Context: an optimization exercise on an open-source flow, tuned for small area, a short achievable clock period and few clock cycles per item. The choices shown serve that exercise and are no tape-out recipe.
Function was checked by simulation only, so behaviour that the tests miss may differ from the original.
Power is estimated from default activity; no workload was simulated.

$ cat config.mk
export PLATFORM = sky130hd
export DESIGN_NAME = atanh
export DESIGN_NICKNAME = atanh
export VERILOG_FILES = /design/flow/design.v
export SDC_FILE = /design/flow/constraint.sdc
export NUM_CORES = 4
export LEC_CHECK = 0
export ABC_AREA = 1
export CAP_MARGIN = 20
export CORE_MARGIN = 2
export CORE_UTILIZATION = 40
export CTS_BUF_LIST = sky130_fd_sc_hd__clkbuf_2
export PLACE_DENSITY = 0.6
export SLEW_MARGIN = 20
$ cat constraint.sdc
create_clock -name core_clock -period 7.5 [get_ports {clk}]
set_input_delay 1.5000 -clock core_clock [delete_from_list [all_inputs] [get_ports {clk}]]
set_output_delay 1.5000 -clock core_clock [all_outputs]
set_load 0.01 [all_outputs]
$ cat design.v
module atanh (
  input                     clk,
  input                     rstn,
  input                     trig,
  input  signed       [8:0] tanha,
  output logic              vld,
  output logic signed [8:0] a2_latch
);
  wire        s = tanha[8];
  wire  [7:0] l = tanha[7:0];
  wire  [7:0] below;                          
  assign below[0] = 1'b0;
  genvar i;
  for (i = 1; i < 8; i = i + 1) begin : g_below
    assign below[i] = |l[i-1:0];
  end
  wire  [7:0] m = l ^ ({8{s}} & below);
  wire        z = ~|l;                        
  wire  [0:7] mr = m;                         
  wire  [0:7] gr;                             
  wire  [7:0] g = gr;
  wire  [8:0] a2;
  wire nnew_n17, nnew_n18, nnew_n19, nnew_n20, nnew_n21, nnew_n22, nnew_n23, nnew_n24, nnew_n25, nnew_n26, nnew_n27, nnew_n28, nnew_n29, nnew_n30, nnew_n31, nnew_n32, nnew_n33, nnew_n36, nnew_n37, nnew_n38, nnew_n39, nnew_n40, nnew_n41, nnew_n42, nnew_n43, nnew_n44, nnew_n45, nnew_n46, nnew_n47, nnew_n48, nnew_n49, nnew_n50, nnew_n51, nnew_n52, nnew_n53, nnew_n54, nnew_n55, nnew_n56, nnew_n57, nnew_n58, nnew_n59, nnew_n60, nnew_n61, nnew_n62, nnew_n63, nnew_n64, nnew_n65, nnew_n66, nnew_n67, nnew_n68, nnew_n69, nnew_n70, nnew_n71, nnew_n72, nnew_n73, nnew_n74, nnew_n75, nnew_n76, nnew_n77, nnew_n78, nnew_n79, nnew_n80, nnew_n81, nnew_n82, nnew_n83, nnew_n84, nnew_n85, nnew_n86, nnew_n87, nnew_n88, nnew_n89, nnew_n90, nnew_n91, nnew_n92, nnew_n93, nnew_n94, nnew_n95, nnew_n96, nnew_n97, nnew_n98, nnew_n99, nnew_n100, nnew_n101, nnew_n102, nnew_n103, nnew_n104, nnew_n105, nnew_n106, nnew_n107, nnew_n108, nnew_n109, nnew_n110, nnew_n111, nnew_n112, nnew_n113, nnew_n114, nnew_n115, nnew_n116, nnew_n117, nnew_n118, nnew_n119, nnew_n120, nnew_n121, nnew_n122, nnew_n123, nnew_n124, nnew_n125, nnew_n126, nnew_n127, nnew_n128, nnew_n129, nnew_n130, nnew_n131, nnew_n132, nnew_n133, nnew_n134, nnew_n135, nnew_n136, nnew_n138, nnew_n139, nnew_n140, nnew_n141, nnew_n142, nnew_n143, nnew_n144, nnew_n145, nnew_n146, nnew_n147, nnew_n148, nnew_n149, nnew_n150, nnew_n151, nnew_n152, nnew_n153, nnew_n154, nnew_n155, nnew_n156, nnew_n157, nnew_n158, nnew_n160, nnew_n161, nnew_n162, nnew_n163, nnew_n164, nnew_n165, nnew_n166, nnew_n167, nnew_n168, nnew_n169, nnew_n170, nnew_n171, nnew_n172, nnew_n173, nnew_n174, nnew_n175, nnew_n176, nnew_n177, nnew_n178, nnew_n179, nnew_n180, nnew_n181, nnew_n182, nnew_n183, nnew_n184, nnew_n185, nnew_n186, nnew_n187, nnew_n188, nnew_n189, nnew_n190, nnew_n191, nnew_n192, nnew_n193, nnew_n194, nnew_n196, nnew_n198, nnew_n199, nnew_n200, nnew_n201, nnew_n202, nnew_n203, nnew_n204, nnew_n205, nnew_n206, nnew_n207, nnew_n208, nnew_n209, nnew_n210, nnew_n211, nnew_n212, nnew_n213, nnew_n214, nnew_n215, nnew_n216, nnew_n217, nnew_n218, nnew_n219, nnew_n220, nnew_n221, nnew_n222, nnew_n223, nnew_n224, nnew_n225, nnew_n226, nnew_n227, nnew_n228, nnew_n229, nnew_n230, nnew_n231, nnew_n232, nnew_n233, nnew_n234, nnew_n235, nnew_n236, nnew_n237, nnew_n238, nnew_n239, nnew_n240, nnew_n241, nnew_n242, nnew_n243, nnew_n244, nnew_n245, nnew_n246, nnew_n247, nnew_n248, nnew_n249, nnew_n250, nnew_n251, nnew_n253, nnew_n254, nnew_n255, nnew_n256, nnew_n257, nnew_n258, nnew_n259, nnew_n260, nnew_n261, nnew_n262, nnew_n263, nnew_n264, nnew_n265, nnew_n266, nnew_n267, nnew_n268, nnew_n269, nnew_n270, nnew_n271, nnew_n272, nnew_n273, nnew_n274, nnew_n275, nnew_n276, nnew_n277, nnew_n278, nnew_n279, nnew_n280, nnew_n281, nnew_n282, nnew_n283, nnew_n284, nnew_n285, nnew_n286, nnew_n287, nnew_n288, nnew_n289, nnew_n290, nnew_n291, nnew_n292, nnew_n293, nnew_n294, nnew_n295, nnew_n296, nnew_n297, nnew_n298, nnew_n299, nnew_n300;
  assign nnew_n17 = ~mr[4] & mr[5];
  assign nnew_n18 = ~mr[6] & ~mr[7];
  assign nnew_n19 = ~nnew_n17 & nnew_n18;
  assign nnew_n20 = mr[0] & ~mr[1];
  assign nnew_n21 = ~nnew_n19 & ~nnew_n20;
  assign nnew_n22 = ~mr[0] & mr[1];
  assign nnew_n23 = ~mr[4] & ~nnew_n22;
  assign nnew_n24 = ~nnew_n21 & nnew_n23;
  assign nnew_n25 = ~mr[2] & ~mr[3];
  assign nnew_n26 = nnew_n24 & nnew_n25;
  assign nnew_n27 = ~mr[0] & ~nnew_n26;
  assign nnew_n28 = mr[2] & mr[3];
  assign nnew_n29 = mr[2] & mr[4];
  assign nnew_n30 = ~nnew_n28 & ~nnew_n29;
  assign nnew_n31 = nnew_n20 & nnew_n30;
  assign nnew_n32 = ~mr[0] & mr[2];
  assign nnew_n33 = mr[1] & nnew_n32;
  assign gr[1] = nnew_n31 | nnew_n33;
  assign gr[0] = ~nnew_n27 & ~gr[1];
  assign nnew_n36 = mr[4] & ~mr[5];
  assign nnew_n37 = nnew_n28 & nnew_n36;
  assign nnew_n38 = mr[6] & nnew_n37;
  assign nnew_n39 = ~mr[2] & mr[7];
  assign nnew_n40 = ~mr[4] & ~nnew_n39;
  assign nnew_n41 = mr[2] & ~mr[7];
  assign nnew_n42 = nnew_n36 & ~nnew_n41;
  assign nnew_n43 = ~mr[3] & ~nnew_n42;
  assign nnew_n44 = ~nnew_n40 & nnew_n43;
  assign nnew_n45 = ~mr[5] & ~nnew_n44;
  assign nnew_n46 = nnew_n30 & ~nnew_n45;
  assign nnew_n47 = ~mr[1] & nnew_n46;
  assign nnew_n48 = mr[4] & mr[5];
  assign nnew_n49 = ~mr[3] & ~nnew_n48;
  assign nnew_n50 = ~nnew_n39 & ~nnew_n41;
  assign nnew_n51 = ~nnew_n49 & nnew_n50;
  assign nnew_n52 = mr[5] & ~mr[7];
  assign nnew_n53 = ~mr[3] & ~nnew_n52;
  assign nnew_n54 = ~mr[4] & ~mr[7];
  assign nnew_n55 = nnew_n53 & ~nnew_n54;
  assign nnew_n56 = ~nnew_n17 & ~nnew_n36;
  assign nnew_n57 = nnew_n55 & nnew_n56;
  assign nnew_n58 = ~mr[2] & ~nnew_n53;
  assign nnew_n59 = mr[3] & mr[5];
  assign nnew_n60 = ~mr[4] & nnew_n59;
  assign nnew_n61 = ~nnew_n58 & ~nnew_n60;
  assign nnew_n62 = ~nnew_n57 & nnew_n61;
  assign nnew_n63 = nnew_n51 & nnew_n62;
  assign nnew_n64 = mr[1] & mr[4];
  assign nnew_n65 = ~mr[3] & mr[5];
  assign nnew_n66 = ~mr[7] & nnew_n65;
  assign nnew_n67 = ~nnew_n64 & ~nnew_n66;
  assign nnew_n68 = ~nnew_n63 & nnew_n67;
  assign nnew_n69 = ~nnew_n47 & nnew_n68;
  assign nnew_n70 = nnew_n28 & ~nnew_n56;
  assign nnew_n71 = ~nnew_n69 & ~nnew_n70;
  assign nnew_n72 = ~mr[1] & ~mr[2];
  assign nnew_n73 = ~mr[5] & mr[7];
  assign nnew_n74 = ~mr[3] & nnew_n73;
  assign nnew_n75 = nnew_n72 & nnew_n74;
  assign nnew_n76 = mr[3] & ~mr[5];
  assign nnew_n77 = nnew_n41 & ~nnew_n76;
  assign nnew_n78 = ~nnew_n75 & ~nnew_n77;
  assign nnew_n79 = ~mr[4] & ~nnew_n78;
  assign nnew_n80 = ~nnew_n52 & ~nnew_n73;
  assign nnew_n81 = mr[1] & nnew_n80;
  assign nnew_n82 = ~nnew_n51 & ~nnew_n81;
  assign nnew_n83 = ~nnew_n79 & nnew_n82;
  assign nnew_n84 = ~mr[6] & ~nnew_n83;
  assign nnew_n85 = ~nnew_n71 & nnew_n84;
  assign nnew_n86 = ~nnew_n69 & ~nnew_n84;
  assign nnew_n87 = nnew_n65 & nnew_n72;
  assign nnew_n88 = mr[1] & ~nnew_n25;
  assign nnew_n89 = mr[0] & ~nnew_n88;
  assign nnew_n90 = ~nnew_n87 & nnew_n89;
  assign nnew_n91 = ~nnew_n86 & nnew_n90;
  assign nnew_n92 = ~nnew_n85 & nnew_n91;
  assign nnew_n93 = mr[6] & mr[7];
  assign nnew_n94 = ~mr[3] & ~mr[5];
  assign nnew_n95 = ~mr[2] & ~nnew_n94;
  assign nnew_n96 = nnew_n93 & nnew_n95;
  assign nnew_n97 = mr[5] & mr[6];
  assign nnew_n98 = mr[2] & ~mr[3];
  assign nnew_n99 = ~nnew_n97 & nnew_n98;
  assign nnew_n100 = ~nnew_n96 & ~nnew_n99;
  assign nnew_n101 = ~mr[4] & ~nnew_n100;
  assign nnew_n102 = ~nnew_n19 & ~nnew_n36;
  assign nnew_n103 = nnew_n25 & ~nnew_n102;
  assign nnew_n104 = ~mr[2] & ~mr[4];
  assign nnew_n105 = nnew_n59 & nnew_n104;
  assign nnew_n106 = ~mr[0] & ~mr[1];
  assign nnew_n107 = ~nnew_n105 & nnew_n106;
  assign nnew_n108 = ~nnew_n103 & nnew_n107;
  assign nnew_n109 = nnew_n29 & nnew_n65;
  assign nnew_n110 = ~nnew_n29 & ~nnew_n104;
  assign nnew_n111 = nnew_n59 & nnew_n110;
  assign nnew_n112 = mr[3] & ~mr[6];
  assign nnew_n113 = ~nnew_n104 & nnew_n112;
  assign nnew_n114 = ~nnew_n111 & nnew_n113;
  assign nnew_n115 = ~nnew_n109 & ~nnew_n114;
  assign nnew_n116 = nnew_n108 & nnew_n115;
  assign nnew_n117 = ~nnew_n101 & nnew_n116;
  assign nnew_n118 = nnew_n36 & ~nnew_n93;
  assign nnew_n119 = mr[3] & ~nnew_n118;
  assign nnew_n120 = nnew_n29 & nnew_n93;
  assign nnew_n121 = nnew_n17 & ~nnew_n18;
  assign nnew_n122 = ~nnew_n120 & ~nnew_n121;
  assign nnew_n123 = nnew_n119 & nnew_n122;
  assign nnew_n124 = ~nnew_n112 & nnew_n118;
  assign nnew_n125 = ~mr[5] & ~mr[6];
  assign nnew_n126 = ~mr[2] & nnew_n125;
  assign nnew_n127 = ~nnew_n29 & ~nnew_n126;
  assign nnew_n128 = nnew_n124 & ~nnew_n127;
  assign nnew_n129 = mr[2] & ~mr[6];
  assign nnew_n130 = ~mr[3] & nnew_n17;
  assign nnew_n131 = ~nnew_n129 & nnew_n130;
  assign nnew_n132 = nnew_n22 & ~nnew_n131;
  assign nnew_n133 = ~nnew_n128 & nnew_n132;
  assign nnew_n134 = ~nnew_n123 & nnew_n133;
  assign nnew_n135 = ~nnew_n117 & ~nnew_n134;
  assign nnew_n136 = ~nnew_n92 & nnew_n135;
  assign gr[5] = nnew_n38 | nnew_n136;
  assign nnew_n138 = ~nnew_n32 & ~nnew_n88;
  assign nnew_n139 = gr[5] & ~nnew_n138;
  assign nnew_n140 = mr[3] & ~mr[4];
  assign nnew_n141 = nnew_n139 & nnew_n140;
  assign nnew_n142 = mr[3] & ~nnew_n141;
  assign nnew_n143 = ~mr[1] & nnew_n32;
  assign nnew_n144 = ~nnew_n24 & ~nnew_n143;
  assign nnew_n145 = ~nnew_n142 & ~nnew_n144;
  assign nnew_n146 = ~nnew_n72 & nnew_n144;
  assign nnew_n147 = nnew_n142 & nnew_n146;
  assign nnew_n148 = ~nnew_n145 & ~nnew_n147;
  assign nnew_n149 = ~mr[0] & ~mr[2];
  assign nnew_n150 = mr[0] & ~nnew_n25;
  assign nnew_n151 = ~nnew_n149 & ~nnew_n150;
  assign nnew_n152 = ~nnew_n148 & nnew_n151;
  assign nnew_n153 = ~gr[0] & nnew_n149;
  assign nnew_n154 = ~mr[1] & nnew_n153;
  assign nnew_n155 = nnew_n20 & ~nnew_n30;
  assign nnew_n156 = nnew_n22 & ~nnew_n153;
  assign nnew_n157 = ~nnew_n155 & ~nnew_n156;
  assign nnew_n158 = ~nnew_n154 & nnew_n157;
  assign gr[2] = ~nnew_n152 & nnew_n158;
  assign nnew_n160 = mr[1] & mr[3];
  assign nnew_n161 = ~mr[1] & ~mr[3];
  assign nnew_n162 = ~nnew_n32 & ~nnew_n104;
  assign nnew_n163 = ~nnew_n161 & nnew_n162;
  assign nnew_n164 = ~nnew_n160 & ~nnew_n163;
  assign nnew_n165 = ~mr[2] & nnew_n160;
  assign nnew_n166 = ~nnew_n25 & ~nnew_n28;
  assign nnew_n167 = mr[0] & ~nnew_n166;
  assign nnew_n168 = ~nnew_n165 & ~nnew_n167;
  assign nnew_n169 = nnew_n141 & nnew_n168;
  assign nnew_n170 = ~mr[3] & mr[4];
  assign nnew_n171 = nnew_n108 & nnew_n170;
  assign nnew_n172 = mr[4] & ~nnew_n125;
  assign nnew_n173 = ~nnew_n161 & ~nnew_n172;
  assign nnew_n174 = ~mr[2] & nnew_n173;
  assign nnew_n175 = mr[2] & ~nnew_n173;
  assign nnew_n176 = ~nnew_n174 & ~nnew_n175;
  assign nnew_n177 = ~nnew_n139 & ~nnew_n176;
  assign nnew_n178 = ~nnew_n171 & ~nnew_n177;
  assign nnew_n179 = nnew_n168 & nnew_n178;
  assign nnew_n180 = ~mr[1] & ~mr[4];
  assign nnew_n181 = ~nnew_n64 & ~nnew_n180;
  assign nnew_n182 = ~nnew_n85 & ~nnew_n181;
  assign nnew_n183 = nnew_n85 & nnew_n181;
  assign nnew_n184 = nnew_n91 & ~nnew_n183;
  assign nnew_n185 = ~nnew_n182 & nnew_n184;
  assign nnew_n186 = ~mr[1] & ~nnew_n170;
  assign nnew_n187 = ~nnew_n70 & nnew_n186;
  assign nnew_n188 = ~nnew_n185 & ~nnew_n187;
  assign nnew_n189 = mr[0] & ~nnew_n94;
  assign nnew_n190 = nnew_n188 & nnew_n189;
  assign nnew_n191 = ~mr[5] & nnew_n185;
  assign nnew_n192 = ~nnew_n141 & ~nnew_n191;
  assign nnew_n193 = ~nnew_n190 & nnew_n192;
  assign nnew_n194 = ~nnew_n179 & nnew_n193;
  assign gr[4] = nnew_n169 | nnew_n194;
  assign nnew_n196 = ~nnew_n164 & ~gr[4];
  assign gr[3] = ~nnew_n148 | nnew_n196;
  assign nnew_n198 = nnew_n73 & ~nnew_n178;
  assign nnew_n199 = mr[3] & ~mr[7];
  assign nnew_n200 = mr[1] & ~nnew_n98;
  assign nnew_n201 = ~nnew_n199 & ~nnew_n200;
  assign nnew_n202 = nnew_n110 & ~nnew_n201;
  assign nnew_n203 = mr[5] & ~nnew_n202;
  assign nnew_n204 = nnew_n178 & nnew_n203;
  assign nnew_n205 = nnew_n36 & nnew_n149;
  assign nnew_n206 = ~nnew_n32 & ~nnew_n37;
  assign nnew_n207 = nnew_n32 & nnew_n37;
  assign nnew_n208 = ~mr[6] & mr[7];
  assign nnew_n209 = ~nnew_n56 & ~nnew_n208;
  assign nnew_n210 = ~nnew_n207 & nnew_n209;
  assign nnew_n211 = ~nnew_n206 & nnew_n210;
  assign nnew_n212 = ~nnew_n205 & ~nnew_n211;
  assign nnew_n213 = nnew_n181 & nnew_n212;
  assign nnew_n214 = ~mr[7] & nnew_n48;
  assign nnew_n215 = mr[1] & ~nnew_n214;
  assign nnew_n216 = ~nnew_n76 & ~nnew_n215;
  assign nnew_n217 = ~nnew_n213 & ~nnew_n216;
  assign nnew_n218 = nnew_n27 & ~nnew_n217;
  assign nnew_n219 = ~nnew_n204 & nnew_n218;
  assign nnew_n220 = ~nnew_n198 & nnew_n219;
  assign nnew_n221 = ~nnew_n83 & ~nnew_n188;
  assign nnew_n222 = nnew_n89 & ~nnew_n221;
  assign nnew_n223 = mr[6] & ~mr[7];
  assign nnew_n224 = ~nnew_n212 & ~nnew_n223;
  assign nnew_n225 = ~nnew_n81 & ~nnew_n93;
  assign nnew_n226 = ~nnew_n224 & nnew_n225;
  assign nnew_n227 = nnew_n222 & nnew_n226;
  assign nnew_n228 = mr[6] & ~nnew_n222;
  assign nnew_n229 = ~nnew_n227 & ~nnew_n228;
  assign nnew_n230 = ~nnew_n220 & nnew_n229;
  assign nnew_n231 = ~nnew_n46 & nnew_n55;
  assign nnew_n232 = nnew_n54 & nnew_n95;
  assign nnew_n233 = nnew_n29 & nnew_n73;
  assign nnew_n234 = ~mr[1] & ~nnew_n60;
  assign nnew_n235 = ~nnew_n233 & nnew_n234;
  assign nnew_n236 = ~nnew_n232 & nnew_n235;
  assign nnew_n237 = ~nnew_n231 & nnew_n236;
  assign nnew_n238 = ~mr[2] & nnew_n199;
  assign nnew_n239 = mr[4] & ~nnew_n238;
  assign nnew_n240 = ~mr[7] & nnew_n98;
  assign nnew_n241 = ~mr[5] & ~nnew_n240;
  assign nnew_n242 = ~nnew_n239 & nnew_n241;
  assign nnew_n243 = ~nnew_n44 & nnew_n215;
  assign nnew_n244 = ~nnew_n242 & nnew_n243;
  assign nnew_n245 = ~nnew_n237 & ~nnew_n244;
  assign nnew_n246 = ~nnew_n41 & nnew_n111;
  assign nnew_n247 = ~mr[0] & ~nnew_n246;
  assign nnew_n248 = ~nnew_n245 & nnew_n247;
  assign nnew_n249 = ~nnew_n83 & nnew_n89;
  assign nnew_n250 = mr[6] & ~nnew_n249;
  assign nnew_n251 = ~nnew_n248 & nnew_n250;
  assign gr[6] = nnew_n230 | nnew_n251;
  assign nnew_n253 = nnew_n139 & nnew_n223;
  assign nnew_n254 = mr[1] & ~nnew_n125;
  assign nnew_n255 = mr[4] & ~mr[7];
  assign nnew_n256 = ~nnew_n97 & nnew_n255;
  assign nnew_n257 = nnew_n48 & nnew_n208;
  assign nnew_n258 = ~mr[0] & ~nnew_n257;
  assign nnew_n259 = ~nnew_n256 & ~nnew_n258;
  assign nnew_n260 = nnew_n62 & nnew_n259;
  assign nnew_n261 = ~nnew_n254 & ~nnew_n260;
  assign nnew_n262 = ~nnew_n253 & nnew_n261;
  assign nnew_n263 = mr[7] & ~nnew_n94;
  assign nnew_n264 = nnew_n129 & nnew_n263;
  assign nnew_n265 = ~nnew_n238 & ~nnew_n264;
  assign nnew_n266 = mr[0] & ~nnew_n265;
  assign nnew_n267 = ~nnew_n262 & nnew_n266;
  assign nnew_n268 = mr[6] & nnew_n25;
  assign nnew_n269 = ~nnew_n80 & nnew_n268;
  assign nnew_n270 = ~gr[4] & nnew_n269;
  assign nnew_n271 = nnew_n262 & ~nnew_n266;
  assign nnew_n272 = ~nnew_n270 & nnew_n271;
  assign nnew_n273 = ~nnew_n267 & ~nnew_n272;
  assign nnew_n274 = mr[3] & nnew_n80;
  assign nnew_n275 = nnew_n19 & ~nnew_n65;
  assign nnew_n276 = ~nnew_n274 & ~nnew_n275;
  assign nnew_n277 = mr[2] & ~nnew_n276;
  assign nnew_n278 = mr[6] & ~nnew_n54;
  assign nnew_n279 = ~nnew_n52 & ~nnew_n278;
  assign nnew_n280 = ~nnew_n48 & ~nnew_n88;
  assign nnew_n281 = ~nnew_n279 & nnew_n280;
  assign nnew_n282 = ~mr[1] & ~nnew_n127;
  assign nnew_n283 = nnew_n65 & nnew_n223;
  assign nnew_n284 = nnew_n258 & ~nnew_n283;
  assign nnew_n285 = ~nnew_n282 & nnew_n284;
  assign nnew_n286 = ~nnew_n281 & nnew_n285;
  assign nnew_n287 = ~nnew_n277 & nnew_n286;
  assign nnew_n288 = ~nnew_n224 & ~nnew_n287;
  assign nnew_n289 = ~nnew_n273 & nnew_n288;
  assign nnew_n290 = ~mr[6] & ~nnew_n74;
  assign nnew_n291 = ~nnew_n274 & nnew_n290;
  assign nnew_n292 = mr[7] & nnew_n97;
  assign nnew_n293 = ~nnew_n37 & ~nnew_n41;
  assign nnew_n294 = ~nnew_n292 & nnew_n293;
  assign nnew_n295 = ~nnew_n124 & nnew_n294;
  assign nnew_n296 = ~nnew_n291 & nnew_n295;
  assign nnew_n297 = nnew_n287 & ~nnew_n296;
  assign nnew_n298 = mr[1] & ~nnew_n269;
  assign nnew_n299 = ~nnew_n297 & nnew_n298;
  assign nnew_n300 = ~nnew_n92 & nnew_n299;
  assign gr[7] = ~nnew_n289 & ~nnew_n300;
  wire        zp = z & ~s;
  assign a2 = {s | zp, (g ^ {8{s}}) | {8{zp}}};
  always_ff @(posedge clk or negedge rstn) begin
    if (!rstn) vld <= 1'b0;
    else vld <= trig;
  end
  always_ff @(posedge clk or negedge rstn) begin
    if (!rstn) a2_latch <= 9'd0;
    else if (trig) a2_latch <= a2;
  end
endmodule
$ cat flow/run.sh
#!/bin/bash
# The standard layout (standard.sh), with changes that only affect how the
# layout is made:
#  - synthesis uses flow/my_synth.tcl, which is synth_recipe.tcl with the abc
#    mapping script swapped for flow/abc.script (registers are mapped exactly
#    as in the standard synthesis);
#  - no full/half-adder extraction (ADDER_MAP_FILE empty), so the table logic
#    is mapped as plain gates;
#  - plain buf_2 cells as the port buffers, buf_1 on the outputs
#    (flow/ports.tcl, run before the resize step of placement).
export MY_ABC_SCRIPT=$PWD/flow/abc.script
bash standard.sh SYNTH_SCRIPT=$PWD/flow/my_synth.tcl ADDER_MAP_FILE= \
  BUFFER_PORTS_ARGS="-buffer_cell sky130_fd_sc_hd__buf_2" \
  PRE_RESIZE_TCL=$PWD/flow/ports.tcl finish > standard.log 2>&1
$ cat flow/abc.script
strash
dch
map -B 0.9
strash
dch -f
map -B 0.9
topo
stime -c
upsize -c
dnsize -c
$ cat flow/my_synth.tcl
proc synth {args} { yosys synth -nofsm -noshare {*}$args }
proc abc {args} {
  set i [lsearch $args -script]
  if { $i >= 0 && [info exists ::env(MY_ABC_SCRIPT)] } { lset args [expr {$i + 1}] $::env(MY_ABC_SCRIPT) }
  yosys abc {*}$args
}
source $::env(SCRIPTS_DIR)/synth.tcl
# left out here: clear keep_hierarchy, flatten, clean up, hide names made inside functions, write 1_2_yosys.v
$ cat flow/ports.tcl
# Output ports drive only the fixed 10 fF load and have slack to spare, so
# their port buffers (inserted by buffer_ports as buf_2) are made buf_1.
foreach inst [get_cells output*] {
  replace_cell $inst sky130_fd_sc_hd__buf_1
}
$ cat standard.sh
#!/bin/bash
# synth_recipe.tcl (not shown) runs the flow's synth.tcl, then flattens the netlist and writes it again
# the make line also repeats each setting of config.mk as NAME=value (left out here)
make -C /OpenROAD-flow-scripts/flow DESIGN_CONFIG=/design/flow/config.mk WORK_HOME=/design/flow/orfs CLKGATE_MAP_FILE= SYNTH_SCRIPT=/design/flow/synth_recipe.tcl "${@:-finish}"
==> results of run 1 <==
worst register-to-register path: cells and delay by family, from the launching register on:
family / cells / cell delay, ns
AO/OA/AOI/OAI: 1 / 0.09
flip-flops: 1 / 0.40
AND/OR/NAND/NOR: 1 / 0.06
area by class of cell:
| type | count | area, um^2 |
|---|---|---|
| Clock buffer | 3 | 15.0 |
| Clock inverter | 1 | 3.75 |
| Fill cell | 483 | 2360 |
| Inverter | 30 | 115 |
| Multi-Input combinational cell | 281 | 1400 |
| Sequential cell | 10 | 250 |
| Tap cell | 52 | 65.1 |
| Timing Repair Buffer | 21 | 92.6 |
cell families after synthesis:
logic type / synth area share
AND/OR/NAND/NOR: 0.568
buffers and inverters: 0.0653
AO/OA/AOI/OAI: 0.214
flip-flops: 0.142
XOR/XNOR: 0.00994
metrics by stage:
stage | setup WS [ns] | power, mW | std cells
6_report | 3.45 | 0.283 | 398
5_1_grt | 3.07 | 0.309 | 398
4_1_cts | 3.49 | 0.280 | 398
3_5_place_dp | 3.21 | 0.248 | 394
3_3_place_gp | 3.20 | 0.253 | 394
2_1_floorplan | 3.88 | 0.197 | 321
report_power, final:
group	internal, mW	total, mW	leakage, nW	switching [mW]
Sequential	0.0627	0.0671	0.120	0.00450
Clock	0.0116	0.0321	0.0140	0.0206
Combinational	0.0549	0.184	0.751	0.129
synthesized netlist by cell type (2+ instances only):
| master | n |
|---|---|
| o21ai_0 | 19 |
| o21ai_1 | 8 |
| inv_2 | 9 |
| nand2_1 | 99 |
| nor2_2 | 4 |
| nor3_1 | 5 |
| o211ai_1 | 4 |
| clkinv_1 | 19 |
| o22ai_1 | 3 |
| nand4_1 | 3 |
| nand2_4 | 4 |
| nand2_2 | 23 |
| nand3_1 | 39 |
| nor2_4 | 2 |
| nor2_1 | 32 |
| dfrtp_1 | 10 |
| a21oi_1 | 16 |
| a31oi_1 | 4 |
| nand3_2 | 2 |
| xor2_1 | 2 |
worst paths after layout:
path,to,slack (ns),cells past startpoint
min in group asynchronous,a2_latch[8],1.06,1
max in group asynchronous,a2_latch[0],6.23,1
worst min-delay path,a2_latch[2],0.49,2
worst min register to register,a2_latch[2],0.49,2
worst max register to register,a2_latch[8],6.84,2
worst max-delay path,a2_latch[4],3.45,24
routing by layer:
layer  vias up  global-route usage  routed length, um
li1       1151                   -                  -
met2       140               0.452               3010
met5         -                   0                  0
met3        36              0.0390                595
met1      1035               0.337               2560
met4         0               0.122                305
registers in the layout (all words and copies together), names as in the netlist:
| register | count |
|---|---|
| a2_latch | 9 |
| vld | 1 |
==> flow_metrics.env, run 1 <==
export IMPL_setup_viol=0
export IMPL_slowest_delay_ns=0.26
export IMPL_drc_errors=0
export IMPL_clk_pin_slew_ns=0.11
export IMPL_ys_flop_type="dfrtp_1"
export IMPL_relSlewSlack=0.456
export IMPL_die_area_mm2=0.00495
export IMPL_end_kind="flop"
export IMPL_tightest_slew_ns=0.808
export IMPL_ir_drop_mv=0.0536
export IMPL_slew_viol_final=0
export IMPL_critPathBufInv=2
export IMPL_final_common_cell="nand2_1"
export IMPL_final_setup_tns_ns=0
export IMPL_routed_wl_um=6470
export IMPL_gr_total_overflow=0
export IMPL_initial_core_util=0.410
export IMPL_cts_hold_buffers=0
export IMPL_drtIter0Drc=264
export IMPL_post_cts_buffers=0
export IMPL_max_cap_violations=0
export IMPL_die_h_um=70.4
export IMPL_crit_chain="buf_2 -> inv_2 -> nand2_1 -> nand2_2 -> nand3_1 -> nand2_2 -> nor2_2 -> nand2_1 -> nor2_1 -> nand2_1 -> nand3_1 -> nor2_1 -> nor2_2 -> nand2_2 -> nand2_4 -> nand2_4 -> nor2_1 -> nor2_1 -> nand2_1 -> nand2_1 -> o21ai_2 -> a21oi_1 -> o21ai_1 -> nand2_1"
export IMPL_final_util=0.451
export IMPL_cts_root_buffer="clkbuf_2"
export IMPL_num_nets_final=359
export IMPL_yosysTopAreaCellShare=0.211
export IMPL_synth_area_mm2=0.00176
export IMPL_grt_pass1_wl_um=10700
export IMPL_ioPinCount=22
export IMPL_layout_drive_gt1_share=0.176
export IMPL_hold_violations=0
export IMPL_h_tree_depth=1
export IMPL_yosysSeqAreaShare=0.142
export IMPL_cts_tree="built"
export IMPL_crit_top_cell="nand2_1"
export IMPL_rows=24
export IMPL_antenna_found_initial=0
export IMPL_r2r_start="a2_latch[8]"
export IMPL_synth_nets=333
export IMPL_cp_start_kind="primary input"
export IMPL_cp_top_family="simple AND/OR/NAND/NOR gates"
export IMPL_drtAntennaViolNets=0
export IMPL_async_reset_ff_frac=1.00
export IMPL_yosys_cell_types_count=34
export IMPL_io_buffer_count=21
export IMPL_post_drt_wl_per_cell_um=16.3
export IMPL_insertion_delay_ns=0.26
export IMPL_powerDensity_mw_per_mm2=146
export IMPL_rsz0062_at_grt="false"
export IMPL_grt_usage=0.269
export IMPL_synth_edf_count=0
export IMPL_crit_type="in2reg"
export IMPL_avgSynthCellArea_um2=5.49
export IMPL_place_congestion=0.973
export IMPL_power_leakage_nw=0.884
export IMPL_clock_path_buffers=2
export IMPL_crit_required_ns=7.66
export IMPL_arrival_ns=4.21
export IMPL_finClkSkew_ns=0
export IMPL_min_period_ns=4.05
export IMPL_hold_path_class="reg2reg"
export IMPL_synth_area_leaders="nand2_1, dfrtp_1, nand3_1"
export IMPL_final_cell_mix="nand2_1, nand3_1, nor2_1"
export IMPL_final_cell_area_mm2=0.00194
export IMPL_drt_pass1_iterations=5
export IMPL_clock_sinks=10
export IMPL_grt_pass1_vias=2197
export IMPL_cts_resized=0
export IMPL_coreArea_mm2=0.00429
export IMPL_status="timing/DRC/antenna clean"
export IMPL_n_antenna_cell=0
export IMPL_critPathSlowestCell="nor2_2"
export IMPL_fp_dieW_um=70.4
export IMPL_hpwlAfterDp_um=5130
export IMPL_viasPerCell=5.93
export IMPL_grt_max_degree=22
export IMPL_critical_path_max_fanout=11
export IMPL_fin_crit_sh=0.540
export IMPL_synthesis_instances=321
export IMPL_place_area_mm2=0.00192
export IMPL_critPathLaunch="tanha[0]"
export IMPL_cts_buffers_inserted=3
export IMPL_synthToLayoutAreaGrowth_pct=10.0
export IMPL_vias=2362
export IMPL_finalHoldWorstSlack_ns=0.492
export IMPL_hp_start="a2_latch[2]"
export IMPL_yosysTopAreaCell="nand2_1"
export IMPL_synth_warnings=1
export IMPL_ys_ff_latch=10
export IMPL_max_freq_ghz=0.247
Testbench counts, summed over its fixed seeds: cycles 2,048, ops 2,048.
==> run 2: changes to the inputs <==
--- a/config.mk
+++ b/config.mk
@@ -11,3 +11,3 @@
 export CORE_UTILIZATION = 40
-export CTS_BUF_LIST = sky130_fd_sc_hd__clkbuf_2
+export CTS_BUF_LIST = sky130_fd_sc_hd__clkbuf_2 sky130_fd_sc_hd__clkbuf_4
 export PLACE_DENSITY = 0.6
==> run 2 against run 1 <==
- non-clock buffer count stayed put
- critical endpoint unchanged
- largest power group unchanged
- total power up 3.0%
- still clean
- critical path type unchanged
- final area up 0.39%
- flip-flop and latch count stayed put
- highest routed layer unchanged
==> flow_metrics.env, run 2 <==
export IMPL_max_cap_violations=0
export IMPL_hpwlAfterDp_um=5130
export IMPL_yosysTopAreaCell="nand2_1"
export IMPL_post_drt_wl_per_cell_um=16.3
export IMPL_fp_dieW_um=70.4
export IMPL_grt_pass1_wl_um=10600
export IMPL_r2r_slack_ns=6.84
export IMPL_synthesis_instances=321
export IMPL_hold_violations=0
export IMPL_worstHoldPathCells=2
export IMPL_clock_path_buffers=2
export IMPL_coreArea_mm2=0.00429
export IMPL_synth_warnings=1
export IMPL_synthMuxAreaShare=0
export IMPL_gr_total_overflow=0
export IMPL_synth_xor_area_share=0.00994
export IMPL_max_freq_ghz=0.247
export IMPL_crit_required_ns=7.66
export IMPL_grt_pass1_vias=2190
export IMPL_tightest_slew_ns=0.834
export IMPL_place_area_mm2=0.00192
export IMPL_cts_root_buffer="clkbuf_4"
export IMPL_routed_wl_um=6500
export IMPL_largest_reg_flops=9
export IMPL_cts_tree="built"
export IMPL_drt_pass1_iterations=5
export IMPL_hold_path_end="a2_latch[2]"
export IMPL_antenna_found_initial=0
export IMPL_final_setup_tns_ns=0
export IMPL_cp_start_kind="primary input"
export IMPL_final_cell_mix="nand2_1, nand3_1, nor2_1"
export IMPL_final_util=0.453
export IMPL_post_cts_buffers=0
export IMPL_synth_top_family_by_area="simple AND/OR/NAND/NOR gates"
export IMPL_synth_edf_count=0
export IMPL_viasPerCell=5.96
export IMPL_fin_ws_ns=3.44
export IMPL_h_tree_depth=1
export IMPL_crit_top_cell="nand2_1"
export IMPL_layout_drive_gt1_share=0.176
export IMPL_reg_largest_list="a2_latch x9, vld x1"
export IMPL_die_h_um=70.4
export IMPL_clk_pin_slew_ns=0.08
export IMPL_num_nets_final=359
export IMPL_drc_errors=0
export IMPL_ys_ff_latch=10
export IMPL_synthAdderAreaFrac=0
export IMPL_synth_nets=333
export IMPL_crit_type="in2reg"
export IMPL_end_kind="flop"
export IMPL_avgSynthCellArea_um2=5.49
export IMPL_slew_viol_final=0
export IMPL_arrival_ns=4.22
export IMPL_synthToLayoutAreaGrowth_pct=10.4
export IMPL_die_area_mm2=0.00495
export IMPL_yosysTopAreaCellShare=0.211
export IMPL_insertion_delay_ns=0.27
export IMPL_slowest_delay_ns=0.26
export IMPL_rows=24
export IMPL_finClkSkew_ns=0
export IMPL_hp_start="a2_latch[2]"
export IMPL_setup_viol=0
export IMPL_yosys_area_share_simple=0.568
export IMPL_grt_usage=0.268
export IMPL_synthTopCellsByCount="nand2_1, nand3_1, nor2_1"
export IMPL_powerDensity_mw_per_mm2=150
export IMPL_drtIter0Drc=215
export IMPL_status="timing/DRC/antenna clean"
export IMPL_critPathBufInv=2
export IMPL_synth_most_common_cell="nand2_1"
export IMPL_io_buffer_count=21
export IMPL_top_register="a2_latch"
export IMPL_yosys_cell_types_count=34
export IMPL_critical_path_max_fanout=11
export IMPL_min_period_ns=4.06
export IMPL_async_reset_ff_frac=1.00
export IMPL_critPathSlowestCell="nor2_2"
export IMPL_pre_cts_slack_ns=3.21
export IMPL_grt_max_degree=22
export IMPL_final_common_cell="nand2_1"
export IMPL_vias=2374
export IMPL_cts_resized=0
export IMPL_reg2reg_depth=2
export IMPL_power_leakage_nw=0.886
export IMPL_yosysSeqAreaShare=0.142
export IMPL_synth_area_leaders="nand2_1, dfrtp_1, nand3_1"
export IMPL_rsz0062_at_grt="false"
export IMPL_clock_sinks=10
export IMPL_cts_buffers_inserted=3
export IMPL_initial_core_util=0.410
export IMPL_synth_area_mm2=0.00176
export IMPL_r2r_end="a2_latch[8]"
export IMPL_ys_flop_type="dfrtp_1"
export IMPL_cp_top_family="simple AND/OR/NAND/NOR gates"
export IMPL_r2r_start="a2_latch[8]"
export IMPL_cts_hold_buffers=0
export IMPL_relSlewSlack=0.438
export IMPL_drtAntennaViolNets=0
export IMPL_final_cell_area_mm2=0.00195
export IMPL_synth_compound_area_frac=0.214
export IMPL_n_antenna_cell=0
export IMPL_ioPinCount=22
export IMPL_place_congestion=0.973
export IMPL_hold_path_class="reg2reg"
export IMPL_crit_chain="buf_2 -> inv_2 -> nand2_1 -> nand2_2 -> nand3_1 -> nand2_2 -> nor2_2 -> nand2_1 -> nor2_1 -> nand2_1 -> nand3_1 -> nor2_1 -> nor2_2 -> nand2_2 -> nand2_4 -> nand2_4 -> nor2_1 -> nor2_1 -> nand2_1 -> nand2_1 -> o21ai_2 -> a21oi_1 -> o21ai_1 -> nand2_1"
export IMPL_fin_crit_sh=0.541
export IMPL_ir_drop_mv=0.0541
[run 2: tightest hold or removal path, delay by kind of cell (launching register included)]
family | cells | cell delay [ns]
AND/OR/NAND/NOR | 2 | 0.11
flip-flops | 1 | 0.34
[run 2: kinds of logic after synthesis]
logic type      after synthesis
simple gates                215
compound gates               64
buf+inv                      30
flops                        10
xor+xnor                      2
[run 2: worst max-delay path by stage]
stage | startpoint | end | slack [ns] | depth (start not counted)
6_report | tanha[0] | a2_latch[4] | 3.44 | 24
2_1_floorplan | tanha[2] | a2_latch[0] | 3.88 | 24
5_1_grt | tanha[0] | a2_latch[4] | 3.07 | 25
3_3_place_gp | tanha[8] | a2_latch[1] | 3.20 | 23
4_1_cts | tanha[0] | a2_latch[0] | 3.50 | 27
3_5_place_dp | tanha[0] | a2_latch[0] | 3.21 | 27
[run 2: where the power goes]
| part | switching [mW] | leakage [nW] | internal [mW] |
|---|---|---|---|
| clock network | 0.0209 | 0.0154 | 0.0193 |
| registers | 0.00444 | 0.120 | 0.0627 |
| logic | 0.129 | 0.751 | 0.0549 |
[run 2: layout make-up]
| cell class | count | area (um^2) |
|---|---|---|
| Clock buffer | 3 | 22.5 |
| Clock inverter | 1 | 3.75 |
| Fill cell | 482 | 2350 |
| Inverter | 30 | 115 |
| Multi-Input combinational cell | 281 | 1400 |
| Sequential cell | 10 | 250 |
| Tap cell | 52 | 65.1 |
| Timing Repair Buffer | 21 | 92.6 |
[run 2: per-layer routing]
layer,wire length [um],track usage,vias up
met5,0,0,-
met4,265,0.130,0
met3,487,0.0390,35
met2,3060,0.448,129
met1,2690,0.336,1059
li1,-,-,1151
[run 2: metrics by stage]
stage / std cells / hold WS [ns] / power [mW]
CTS: 398 / 0.484 / 0.288
finish: 398 / 0.483 / 0.292
floorplan: 321 / 0.515 / 0.197
global placement: 394 / 0.461 / 0.253
detailed placement: 394 / 0.466 / 0.248
global route: 398 / 0.518 / 0.317
==> run 3: changes to the inputs <==
--- a/config.mk
+++ b/config.mk
@@ -11,3 +11,3 @@
 export CORE_UTILIZATION = 40
-export CTS_BUF_LIST = sky130_fd_sc_hd__clkbuf_2 sky130_fd_sc_hd__clkbuf_4
+export CTS_BUF_LIST = sky130_fd_sc_hd__clkbuf_4
 export PLACE_DENSITY = 0.6
==> run 3 against run 2 <==
- final area did not move
- clock skew stayed put
- still clean on timing, DRC and antenna
- core utilization did not move
- sequential power about the same
- hold slack did not move
- first-iteration DRC count stayed put
==> flow_metrics.env, run 3 <==
export IMPL_place_congestion=0.973
export IMPL_synthTopCellsByCount="nand2_1, nand3_1, nor2_1"
export IMPL_r2r_slack_ns=6.84
export IMPL_power_leakage_nw=0.886
export IMPL_largest_reg_flops=9
export IMPL_final_cell_mix="nand2_1, nand3_1, nor2_1"
export IMPL_viasPerCell=5.96
export IMPL_yosysTopAreaCellShare=0.211
export IMPL_grt_max_degree=22
export IMPL_drtAntennaViolNets=0
export IMPL_cts_tree="built"
export IMPL_layout_drive_gt1_share=0.176
export IMPL_drtIter0Drc=215
export IMPL_final_common_cell="nand2_1"
export IMPL_grt_use_met3=0.0390
export IMPL_clock_path_buffers=2
export IMPL_synthesis_instances=321
export IMPL_ir_drop_mv=0.0541
export IMPL_hold_path_end="a2_latch[2]"
export IMPL_ys_ff_latch=10
export IMPL_final_setup_tns_ns=0
export IMPL_yosys_cell_types_count=34
export IMPL_r2r_start="a2_latch[8]"
export IMPL_crit_type="in2reg"
export IMPL_end_kind="flop"
export IMPL_max_freq_ghz=0.247
export IMPL_die_h_um=70.4
export IMPL_cts_resized=0
export IMPL_instances_no_fill=398
export IMPL_rsz0062_at_grt="false"
export IMPL_cp_start_kind="primary input"
export IMPL_tightest_slew_ns=0.834
export IMPL_antenna_found_initial=0
export IMPL_synth_nets=333
export IMPL_powerDensity_mw_per_mm2=150
export IMPL_top_register="a2_latch"
export IMPL_grt_pass1_wl_um=10600
export IMPL_num_nets_final=359
export IMPL_yosysSeqAreaShare=0.142
export IMPL_drt_pass1_iterations=5
export IMPL_ioPinCount=22
export IMPL_synth_warnings=1
export IMPL_synth_area_leaders="nand2_1, dfrtp_1, nand3_1"
export IMPL_post_drt_wl_per_cell_um=16.3
export IMPL_routed_wl_um=6500
export IMPL_status="timing/DRC/antenna clean"
export IMPL_dpl_cell_count=394
export IMPL_n_antenna_cell=0
export IMPL_gr_total_overflow=0
export IMPL_fin_crit_sh=0.541
export IMPL_initial_core_util=0.410
export IMPL_grtUsageMet2=0.448
export IMPL_r2r_end="a2_latch[8]"
export IMPL_synth_most_common_cell="nand2_1"
export IMPL_vias=2374
export IMPL_slew_viol_final=0
export IMPL_hp_start="a2_latch[2]"
export IMPL_min_period_ns=4.06
export IMPL_total_power_mw=0.292
export IMPL_io_buffer_count=21
export IMPL_nFillCells=482
export IMPL_critical_path_max_fanout=11
export IMPL_synthToLayoutAreaGrowth_pct=10.4
export IMPL_grt_usage=0.268
export IMPL_die_area_mm2=0.00495
export IMPL_avgSynthCellArea_um2=5.49
export IMPL_reg2reg_depth=2
export IMPL_crit_required_ns=7.66
export IMPL_h_tree_depth=1
export IMPL_hpwlAfterDp_um=5130
export IMPL_insertion_delay_ns=0.27
export IMPL_clock_sinks=10
export IMPL_drc_errors=0
export IMPL_synth_edf_count=0
export IMPL_use_met1=0.336
export IMPL_hold_violations=0
export IMPL_cts_hold_buffers=0
export IMPL_max_cap_violations=0
export IMPL_synth_area_mm2=0.00176
export IMPL_post_cts_buffers=0
export IMPL_relSlewSlack=0.438
export IMPL_coreArea_mm2=0.00429
export IMPL_worstHoldPathCells=2
export IMPL_ys_flop_type="dfrtp_1"
export IMPL_setup_viol=0
export IMPL_async_reset_ff_frac=1.00
export IMPL_arrival_ns=4.22
export IMPL_grt_busiest_layer="met2"
export IMPL_grt_pass1_vias=2190
export IMPL_finClkSkew_ns=0
export IMPL_rows=24
export IMPL_cts_buffers_inserted=3
export IMPL_clk_pin_slew_ns=0.08
export IMPL_yosysTopAreaCell="nand2_1"
export IMPL_reg_largest_list="a2_latch x9, vld x1"
export IMPL_fp_dieW_um=70.4
export IMPL_hold_path_class="reg2reg"
export IMPL_cts_root_buffer="clkbuf_4"
-- run 3: cell counts in the layout (fill, tap and decap cells not counted) --
Identical to the previous run, type by type.
-- run 3: layout make-up --
cell class | count | area [um^2] | share of cell area
multi-input cells | 281 | 1400 | 0.718
flip-flops and latches | 10 | 250 | 0.129
well taps | 52 | 65.1 | 0.0334
repair buffers | 21 | 92.6 | 0.0476
clock buffers | 3 | 22.5 | 0.0116
inverters | 30 | 115 | 0.0592
clock inverters | 1 | 3.75 | 0.00193
-- run 3: worst max-delay path by stage --
stage               startpoint          end  slack, ns  cells after the start
detailed placement    tanha[0]  a2_latch[0]       3.21                     27
CTS                   tanha[0]  a2_latch[0]       3.50                     27
global placement      tanha[8]  a2_latch[1]       3.20                     23
floorplan             tanha[2]  a2_latch[0]       3.88                     24
finish                tanha[0]  a2_latch[4]       3.44                     24
global route          tanha[0]  a2_latch[4]       3.07                     25
-- run 3: cell families (layout without fill, tap and decap cells) --
kind of cell           count (synthesis)  after routing  share of synthesized area
flip-flops                            10             10                      0.142
AO/OA/AOI/OAI                         64             64                      0.214
AND/OR/NAND/NOR                      215            215                      0.568
XOR/XNOR                               2              2                    0.00994
buffers and inverters                 30             55                     0.0653
-- run 3: critical path, stage by stage --
cell,delay (ns)
buf_2,0.22
inv_2,0.14
nand2_1,0.16
nand2_2,0.08
nand3_1,0.10
nand2_2,0.18
nor2_2,0.26
nand2_1,0.10
nor2_1,0.17
nand2_1,0.07
nand3_1,0.08
nor2_1,0.06
nor2_2,0.14
nand2_2,0.08
nand2_4,0.08
nand2_4,0.06
nor2_1,0.12
nor2_1,0.05
nand2_1,0.07
nand2_1,0.11
o21ai_2,0.15
a21oi_1,0.08
o21ai_1,0.09
nand2_1,0.06
-- run 3: power breakdown --
group | internal [mW] | switching, mW | total [mW]
logic | 0.0549 | 0.129 | 0.184
clock network | 0.0193 | 0.0209 | 0.0402
registers | 0.0627 | 0.00444 | 0.0671
-- run 3: layer usage --
metal	share of wire	vias up
li1	-	1151
met1	0.41	1059
met2	0.47	129
met3	0.075	35
met4	0.041	0
met5	0	-
-- run 3: through the flow --
stage          hold WS, ns  utilization  setup slack [ns]  cell area, um^2
2_1_floorplan        0.515            -              3.88             1760
3_3_place_gp         0.461        0.450              3.20             1930
3_5_place_dp         0.466        0.447              3.21             1920
4_1_cts              0.484        0.453              3.50             1950
5_1_grt              0.518        0.453              3.07             1950
6_report             0.483        0.453              3.44             1950

-- static timing again, ports no longer ideal --
Ports are ideal in the flow. The routed layouts listed here were re-timed in OpenROAD. Step 1, drivers: a clkbuf_16 drives clk and a buf_2 each remaining input, both assumed. Step 2 moves the port delays by t, midway between the first and last clock arrival at a register: inputs arrive t later, outputs are due t later. That takes back most of the time a late clock gives input paths. Slacks: ideal / step 1 / step 2; pairs: ideal / step 1.
run	shift t [ns]	setup WS [ns]	worst setup path after step 2
run 1	0.286	3.451 / 3.450 / 3.164	input to register
run 2	0.294	3.444 / 3.443 / 3.149	input to register
run 3	0.294	3.444 / 3.443 / 3.149	input to register
After both steps every run listed still meets setup and hold.
